Background: an optimization exercise with open tools, aiming at a short achievable clock period and few clock cycles. Do not read the settings as production practice. The RTL was checked by simulation tests, not by an equivalence proof against the original design. Power and IR drop assume default switching activity.

[flow/design.v]
module bird (
		input clk,
		input [15:0] data_in,
		output reg [15:0] data_out,
		output reg [15:0] address,
		output memwt,
		input rst
		);
reg sF;      
reg sIMM;    
reg sLDD;    
reg sSTW;    
reg sPUSH;   
reg sPOPR;   
reg sCALLW;  
reg sOFF;    
reg sRETR;   
reg sFIX;    
reg fix_ret;
reg [15:0] pc;
reg [127:0] rf;           
reg [15:0] r7p1;          
reg r7s;
reg zf;
reg as_pc;
reg [15:0] aq;            
reg [15:0] dq;            
reg wt_q;
reg [7:0] rd_oh;          
reg exv;
reg [2:0] ex_f, ex_u, ex_rd;
reg [7:0] ex_rd_oh;
reg [15:0] opa, opb;       
localparam CN = 16;
reg [CN-1:0] c_v, c_call;
reg [15:0] c_a [0:CN-1];
reg [15:0] c_d [0:CN-1];
reg [15:0] c_d1 [0:CN-1];
function [15:0] rsel(input [127:0] v, input [2:0] i);
	rsel = v[16*i +: 16];
endfunction
function [7:0] oh8(input [2:0] i);
	oh8 = 8'd1 << i;
endfunction
wire [15:0] r7 = rf[127:112];
always @* begin
	address = as_pc ? pc : aq;
	data_out = dq;
end
assign memwt = wt_q;
wire [15:0] a = opa;
wire [15:0] b = opb;
reg [15:0] result;
reg zres;
always @* begin
	case (ex_f)
		3'h0: result = a + b;
		3'h1: result = a - b;
		3'h2: result = a & b;
		3'h3: result = a | b;
		3'h4: result = a ^ b;
		3'h7: case (ex_u)
			3'h0: result = {15'd0, b == 16'd0};
			3'h1: result = b;
			3'h2: result = b + 16'd1;
			3'h3: result = b - 16'd1;
			default: result = 16'h0000;
			endcase
		default: result = 16'h0000;
	endcase
	case (ex_f)
		3'h0: zres = (a ^ b) == {a[14:0] | b[14:0], 1'b0};
		3'h1: zres = a == b;
		3'h2: zres = (a & b) == 16'd0;
		3'h3: zres = (a | b) == 16'd0;
		3'h4: zres = a == b;
		3'h7: case (ex_u)
			3'h0: zres = b != 16'd0;
			3'h1: zres = b == 16'd0;
			3'h2: zres = b == 16'hFFFF;
			3'h3: zres = b == 16'd1;
			default: zres = 1'b1;
			endcase
		default: zres = 1'b1;
	endcase
end
wire zf_now = exv ? zres : zf;
wire [15:0] opa_n = (exv & ex_rd == data_in[8:6]) ? result : rsel(rf, data_in[8:6]);
wire [15:0] opb_n = (exv & ex_rd == data_in[5:3]) ? result : rsel(rf, data_in[5:3]);
wire [15:0] r7_n = (exv & ex_rd_oh[7]) ? result : r7;
wire [3:0] op = data_in[15:12];
wire isLDI = op == 4'd1;
wire isLD  = op == 4'd2;
wire isST  = op == 4'd3;
wire isJZ  = op == 4'd4;
wire isJMP = op == 4'd5;
wire isALU = op == 4'd7;
wire isPUSH = op == 4'd8;
wire isPOP = op == 4'd9;
wire isCALL = op == 4'd10;
wire isRET = op == 4'd11;
wire [3:0] cidx = r7p1[3:0];
wire chit = c_v[cidx];
wire [15:0] cd = c_d[cidx];
wire [15:0] cd1 = c_d1[cidx];
wire ccall = c_call[cidx];
wire r7busy = r7s | (exv & ex_rd_oh[7]);
wire pop_fast = sF & isPOP & ~r7busy & chit & ~(exv & ex_rd == d_rd);
wire ret_fast = sF & isRET & ~r7busy & chit & ccall;
wire jz_skip = isJZ & ~zf_now;
wire [2:0] d_rd = data_in[2:0];
wire [2:0] d_ra = data_in[5:3];
wire [2:0] d_rs = data_in[8:6];
reg nF, nIMM, nLDD, nSTW, nPUSH, nPOPR, nCALLW, nOFF, nRETR, nFIX;
always @* begin
	{nF, nIMM, nLDD, nSTW, nPUSH, nPOPR, nCALLW, nOFF, nRETR, nFIX} = 10'd0;
	if (sF) begin
		if (isLDI) nIMM = 1;
		else if (isLD) nLDD = 1;
		else if (isST) nSTW = 1;
		else if (isJZ) begin
			if (zf_now) nOFF = 1; else nF = 1;
		end
		else if (isJMP) nOFF = 1;
		else if (isPUSH) nPUSH = 1;
		else if (isPOP) begin
			if (r7busy) nFIX = 1; else if (chit & ~(exv & ex_rd == d_rd)) nF = 1; else nPOPR = 1;
		end
		else if (isCALL) nCALLW = 1;
		else if (isRET) begin
			if (r7busy) nFIX = 1; else if (chit & ccall) nF = 1; else nRETR = 1;
		end
		else nF = 1;
	end
	else if (sFIX) begin
		if (fix_ret) nRETR = 1; else nPOPR = 1;
	end
	else if (sCALLW) nOFF = 1;
	else nF = 1;
end
integer i;
reg [15:0] wd;
always @(posedge clk) begin
	if (rst) begin
		{sF, sIMM, sLDD, sSTW, sPUSH, sPOPR, sCALLW, sOFF, sRETR, sFIX} <= 10'b1000000000;
		pc <= 16'd0;
		zf <= 1'b0;
		exv <= 1'b0;
		r7s <= 1'b1;
		as_pc <= 1'b1;
		wt_q <= 1'b0;
		c_v <= {CN{1'b0}};
	end else begin
		{sF, sIMM, sLDD, sSTW, sPUSH, sPOPR, sCALLW, sOFF, sRETR, sFIX} <=
			{nF, nIMM, nLDD, nSTW, nPUSH, nPOPR, nCALLW, nOFF, nRETR, nFIX};
		as_pc <= nF | nIMM | nOFF | nFIX;
		wt_q <= nSTW | nPUSH | nCALLW;
		if (sF) begin
			if (isJZ & ~zf_now) pc <= pc + 16'd2;
			else if (ret_fast) pc <= cd1;
			else pc <= pc + 16'd1;
		end
		else if (sIMM) pc <= pc + 16'd1;
		else if (sOFF) pc <= pc + data_in;
		else if (sRETR) pc <= data_in;
		exv <= sF & isALU;
		if (exv) zf <= zres;
		if (pop_fast | ret_fast | sPOPR | sRETR) r7p1 <= r7p1 + 16'd1;
		else if (sPUSH | sCALLW) r7p1 <= r7;
		else if (sFIX) r7p1 <= r7 + 16'd1;
		if (sPUSH | sCALLW | sFIX) r7s <= 1'b0;
		else if ((exv & ex_rd_oh[7] & ~pop_fast & ~ret_fast) |
		         ((sIMM | sLDD | sPOPR) & rd_oh[7]) | (pop_fast & d_rd == 3'd7))
			r7s <= 1'b1;
		if ((exv & ex_rd_oh[7]) | ((sIMM | sLDD | sPOPR) & rd_oh[7]) | (pop_fast & d_rd == 3'd7))
			c_v <= {CN{1'b0}};
		else begin
			if (sPUSH | sCALLW) c_v[r7[3:0]] <= 1'b1;
			if (pop_fast | ret_fast | sPOPR | sRETR) c_v[cidx] <= 1'b0;
			if (sSTW)
				for (i = 0; i < CN; i = i + 1)
					if (c_a[i] == aq) c_v[i] <= 1'b0;
		end
	end
	if (sPUSH | sCALLW) begin
		c_call[r7[3:0]] <= sCALLW;
		c_a[r7[3:0]] <= r7;
		c_d[r7[3:0]] <= dq;
		c_d1[r7[3:0]] <= pc + 16'd1;
	end
	if (sF) fix_ret <= isRET;
	if (sF) begin
		rd_oh <= oh8(d_rd);
		dq <= isCALL ? pc + 16'd1 : opa_n;
		if (isLD | isST) aq <= opb_n;
		else if (isPUSH | isCALL) aq <= r7_n;
		else aq <= r7p1;
	end
	else if (sFIX) aq <= r7 + 16'd1;
	if (sF & isALU) begin
		ex_f <= data_in[11:9];
		ex_u <= data_in[8:6];
		ex_rd <= d_rd;
		ex_rd_oh <= oh8(d_rd);
		opa <= opa_n;
		opb <= opb_n;
	end
	for (i = 0; i < 8; i = i + 1) begin
		if (exv & ex_rd_oh[i])
			rf[16*i +: 16] <= result;
		else if (pop_fast & d_rd == i)
			rf[16*i +: 16] <= cd;
		else if ((sIMM | sLDD | sPOPR) & rd_oh[i])
			rf[16*i +: 16] <= data_in;
		else if (i == 7) begin
			if (pop_fast | ret_fast | sPOPR | sRETR) rf[127:112] <= r7p1;
			else if (sPUSH | sCALLW) rf[127:112] <= r7 - 16'd1;
		end
	end
end
endmodule
[flow/run.sh]
#!/bin/bash
# synth_recipe.tcl (not shown) runs the flow's synth.tcl, then flattens the netlist and writes it again
# the make line also repeats each setting of config.mk as NAME=value (left out here)
make -C /OpenROAD-flow-scripts/flow DESIGN_CONFIG=/design/flow/config.mk WORK_HOME=/design/flow/orfs CLKGATE_MAP_FILE= SYNTH_SCRIPT=/design/flow/synth_recipe.tcl finish
[flow/config.mk]
export PLATFORM = sky130hd
export DESIGN_NAME = bird
export DESIGN_NICKNAME = bird
export VERILOG_FILES = /design/flow/design.v
export SDC_FILE = /design/flow/constraint.sdc
export NUM_CORES = 4
export LEC_CHECK = 0
export ABC_CLOCK_PERIOD_IN_PS = 3000
export CAP_MARGIN = 20
export CORE_MARGIN = 2
export CORE_UTILIZATION = 40
export SETUP_SLACK_MARGIN = 4
export SLEW_MARGIN = 20
[flow/constraint.sdc]
create_clock -name core_clock -period 7.0 [get_ports {clk}]
set_input_delay 1.4000 -clock core_clock [delete_from_list [all_inputs] [get_ports {clk}]]
set_output_delay 1.4000 -clock core_clock [all_outputs]
set_load 0.01 [all_outputs]
==> notes.md <==
-- through the flow --
step / hold WS (ns) / std cells / setup WS (ns) / area (µm²)
2_1_floorplan: 0.5143 / 3855 / 3.147 / 53910
6_report: 0.5604 / 6117 / 3.511 / 66950
3_3_place_gp: 0.5342 / 5494 / 1.882 / 56070
3_5_place_dp: 0.5448 / 5495 / 1.861 / 56100
5_1_grt: 0.5898 / 6116 / 3.473 / 66950
4_1_cts: 0.5594 / 5986 / 3.489 / 64620
-- power by group through the flow --
stage	clock network [mW]	logic (mW)	registers, mW
2_1_floorplan	0	1.14	7.42
3_3_place_gp	0	1.73	7.51
3_5_place_dp	0	1.74	7.51
4_1_cts	6.21	2.11	7.32
5_1_grt	6.47	2.37	7.33
6_report	6.15	2.27	7.33
-- state kept, by name (all words and copies together) (netlist names), 8 cells and up, named ones only --
| register | count |
|---|---|
| aq | 16 |
| c_a | 256 |
| c_call | 16 |
| c_d | 256 |
| c_d1 | 256 |
| c_v | 16 |
| dq | 16 |
| ex_rd_oh | 8 |
| opa | 16 |
| opb | 16 |
| pc | 16 |
| r7p1 | 16 |
| rd_oh | 8 |
| rf | 128 |
-- metal layers --
| metal | track usage [%] | vias up |
|---|---|---|
| met4 | 11.15 | 10 |
| met1 | 37.69 | 19220 |
| met3 | 5.981 | 496 |
| met5 | 0 | - |
| li1 | - | 15670 |
| met2 | 39.43 | 2492 |
-- worst max-delay path, stage by stage (launching register included) --
cell and delay (ns):
edfxtp_1 0.43, ha_4 0.20, fa_2 0.35, a21o_1 0.19
a41o_1 0.27, or4_4 0.46, buf_4 0.17, a31o_1 0.17
a21oi_2 0.15, mux2_4 0.32, and3_4 0.22, mux2i_4 0.26
mux2_4 0.20
-- worst max-delay path by stage --
stage,endpoint,slack (ns),depth (start not counted)
finish,dq[10],3.51,12
global route,aq[12],3.47,13
CTS,aq[12],3.49,13
detailed placement,rf[7],1.86,8
global placement,rf[7],1.88,8
floorplan,rf[12],3.15,12
-- logic make-up (layout without fill, tap and decap cells) --
| family | count (synthesis) | after routing | share of synthesized area [%] |
|---|---|---|---|
| adders and majority gates | 81 | 81 | 1.952 |
| DFF | 1069 | 1069 | 59.53 |
| xor gates and xnor gates | 400 | 400 | 6.602 |
| muxes | 445 | 445 | 14.09 |
| and+or+nand+nor | 922 | 936 | 8.307 |
| other | 0 | 1 | 0 |
| buffers and inverters | 352 | 840 | 2.674 |
| AOI/OAI and AO/OA | 586 | 590 | 6.841 |
-- cells in the final DEF, fill, tap and decap left out, types with 18 or more instances in the layout --
cell type,n
nand3_1,65
ha_1,47
nor4_1,29
a21oi_1,127
a31oi_1,50
buf_8,18
mux2i_1,115
o21ai_1,44
dfxtp_1,35
nand4_1,81
xor2_1,49
mux4_2,233
o21ai_2,38
clkbuf_1,18
buf_6,131
mux2_4,50
nor2_1,181
o21ai_0,69
nor2_4,39
o211ai_1,39
nand2_2,41
clkinv_2,20
clkbuf_16,121
mux2_2,26
a21oi_2,33
nand2_1,241
inv_1,54
ha_4,21
nand2b_1,21
and3_1,27
buf_12,66
buf_4,286
clkinv_1,22
nor2_2,21
edfxtp_1,1018
xnor2_1,348
nor3_1,57
-- repair_timing --
| item | in CTS | in global routing |
|---|---|---|
| gates resized for setup | 630 | 267 |
| hold endpoints to repair | 0 | 0 |
| cloned | 29 | 15 |
| pin swaps | 112 | 118 |
| setup endpoints to repair | 1024 | 833 |
| buffers inserted | 251 | 115 |
-- final cells by class --
type | instances | area, µm² | share of cell area (%)
clock inverter | 77 | 849.6 | 1.269
sequential | 1069 | 31620 | 47.23
multi-input combinational | 2452 | 22820 | 34.08
tap | 1755 | 2196 | 3.280
antenna | 1 | 2.502 | 0.003738
clock buffer | 134 | 2925 | 4.370
inverter | 71 | 289.0 | 0.4317
timing repair buffer | 558 | 6245 | 9.328
==> results by group <==
Outcome
  • Outcome: complete, no violations

Worst setup path
  • Worst R2R End: dq[10]
  • Type of origin of the critical path: flip-flop
  • Worst Setup SP: opa[0]
  • Reg-to-reg setup timing slack: 3.51 ns
  • CP endpoint kind: flip-flop
  • CP Data Required Time: 7.62 ns
  • CP Data Arrival Time: 4.11 ns
  • Worst r2r src: opa[0]
  • Type of the worst setup path: reg2reg
  • Reg2Reg Depth: 12
  • CP max FO: 3

Finish
  • # nets final: 4363
  • Share of cells above drive strength 1: 33.48%
  • Fillers: 10860
  • Area Growth Syn to Fin: 26.17%
  • Fin util: 50.86%

STA
  • Part of the cycle the worst path needs: 49.84%
  • Final Slew Violations: 0
  • Fmax achieved: 286.6 MHz
  • Worst rel slew slack: 28.38%
  • Setup Viol. Count Final: 0
  • RSZ-0062 raised after global routing: true
  • Worst Max-Slew Pin Slew: 1.064 ns
  • Setup TNS: 0 ns
  • Minimum clock period: 3.489 ns
  • Final Hold Fails: 0
  • Final Skew: 0.05790 ns

Detailed routing
  • ANT nets after route: 0
  • DRT iter0 DRCs: 5719
  • WL met2: 82640 µm
  • DRT Pass-1 Iters: 6
  • Met3 wire len: 22900 µm
  • Met1 wire length: 72690 µm
  • Vias: 37890
  • Vias per cell: 6.193
  • Top Layer Used: met5
  • Routed WL: 187900 µm
  • WL per Instance: 30.71 µm
  • DRC: 0

Global routing
  • First-pass GRT wire length: 260300 µm
  • Initial antenna violation count: 9
  • Largest net degree at the start of global routing: 51
  • GRT Overall Usage: 26.61%
  • Vias in the first global route: 35130
  • Total gr overflow: 0

Job
  • Max-cap viol count: 0

Place
  • PortBufs: 50
  • Final GP Congestion: 0.9074
  • Dpl hpwl: 103700 µm

Logic synthesis
  • Cells after synthesis: 3855
  • Most common cell in the netlist: edfxtp_1
  • Area share of the largest cell type after synthesis: 57.61%
  • Distinct cells, synth: 89
  • Sequential share of the synthesized area: 59.53%
  • Synthesized area: 53060 µm²
  • Synthesis Warnings: 1
  • Async set-reset flop share out of synthesis: 0%
  • Synth top cells by count: edfxtp_1, xnor2_1, nand2_1
  • Syn Area/Cell: 13.76 µm²
  • Leading register cell type out of synthesis: edfxtp_1
  • Area leader, netlist: edfxtp_1
  • Synth area leaders: edfxtp_1, mux4_2, xnor2_1
  • #FFs+latches synth: 1069
  • Syn nets: 3954
  • Post-synth EDFFs: 1018

Power
  • Switching fraction of total power: 26.13%
  • Combinational Power Share: 14.4%
  • Flop pwr share: 46.5%
  • Leak: 22.80 nW
  • Total chip power: 15.76 mW
  • VDD IR max: 213.4 µV
  • P_int: 11.64 mW
  • NetSw: 4.118 mW
  • Power Density: 235.4 nW/µm²
  • Clock power frac: 39.1%

Floorplanning
  • Die Ht: 368.2 µm
  • Die area: 135600 µm²
  • Die X: 368.2 µm
  • Core Region: 131600 µm²
  • Starting Density: 40.31%
  • I/O pin count: 51
  • Row count: 133

Clock tree
  • Root buffer cell: clkbuf_16
  • Clk pin slew, worst setup/hold paths: 0.06 ns
  • H-tree Lvls: 3
  • Worst skew pair latency: 0.76 ns
  • CTS Buf Count: 112
  • Cts hold-fix bufs: 0
  • CTS tree: yes
  • Num Clock Sinks: 1069
  • Clock buffer depth: 3

Hold path
  • Worst Hold Class: reg2reg
  • Hold Path Depth: 2
  • Worst Min Path Start: c_call[3]
  • Hold Path End: c_call[3]
Testbench counts, summed over its fixed seeds: cycles 82,427.

==> what the ideal ports hide <==
No port has a modelled driver above. Below, the same layout with a new extraction and two added sets of constraints.
Step 1 (the two cells are an assumption about what drives the block):
set clk [get_ports {clk}]
set_driving_cell -lib_cell sky130_fd_sc_hd__clkbuf_16 $clk
set_driving_cell -lib_cell sky130_fd_sc_hd__buf_2 [delete_from_list [all_inputs] $clk]
Step 2 moves the port delays by t, midway between the first and last clock arrival at a register: inputs arrive t later, outputs are due t later. That takes back most of the time a late clock gives input paths.
Slacks: no drivers / after step 1 / after step 2; pairs: no drivers / after step 1.
t (ns): 0.814
slack for setup (ns): 3.511 / 3.511 / 2.883
slew at the worst register clock pin (ns): 0.07 / 0.07
worst data-port slew with drivers (ns): 0.16
After both steps setup and hold are still met in this run. The setup slack of this run moves by 0.000 ns with the drivers and by -0.628 ns with both steps.
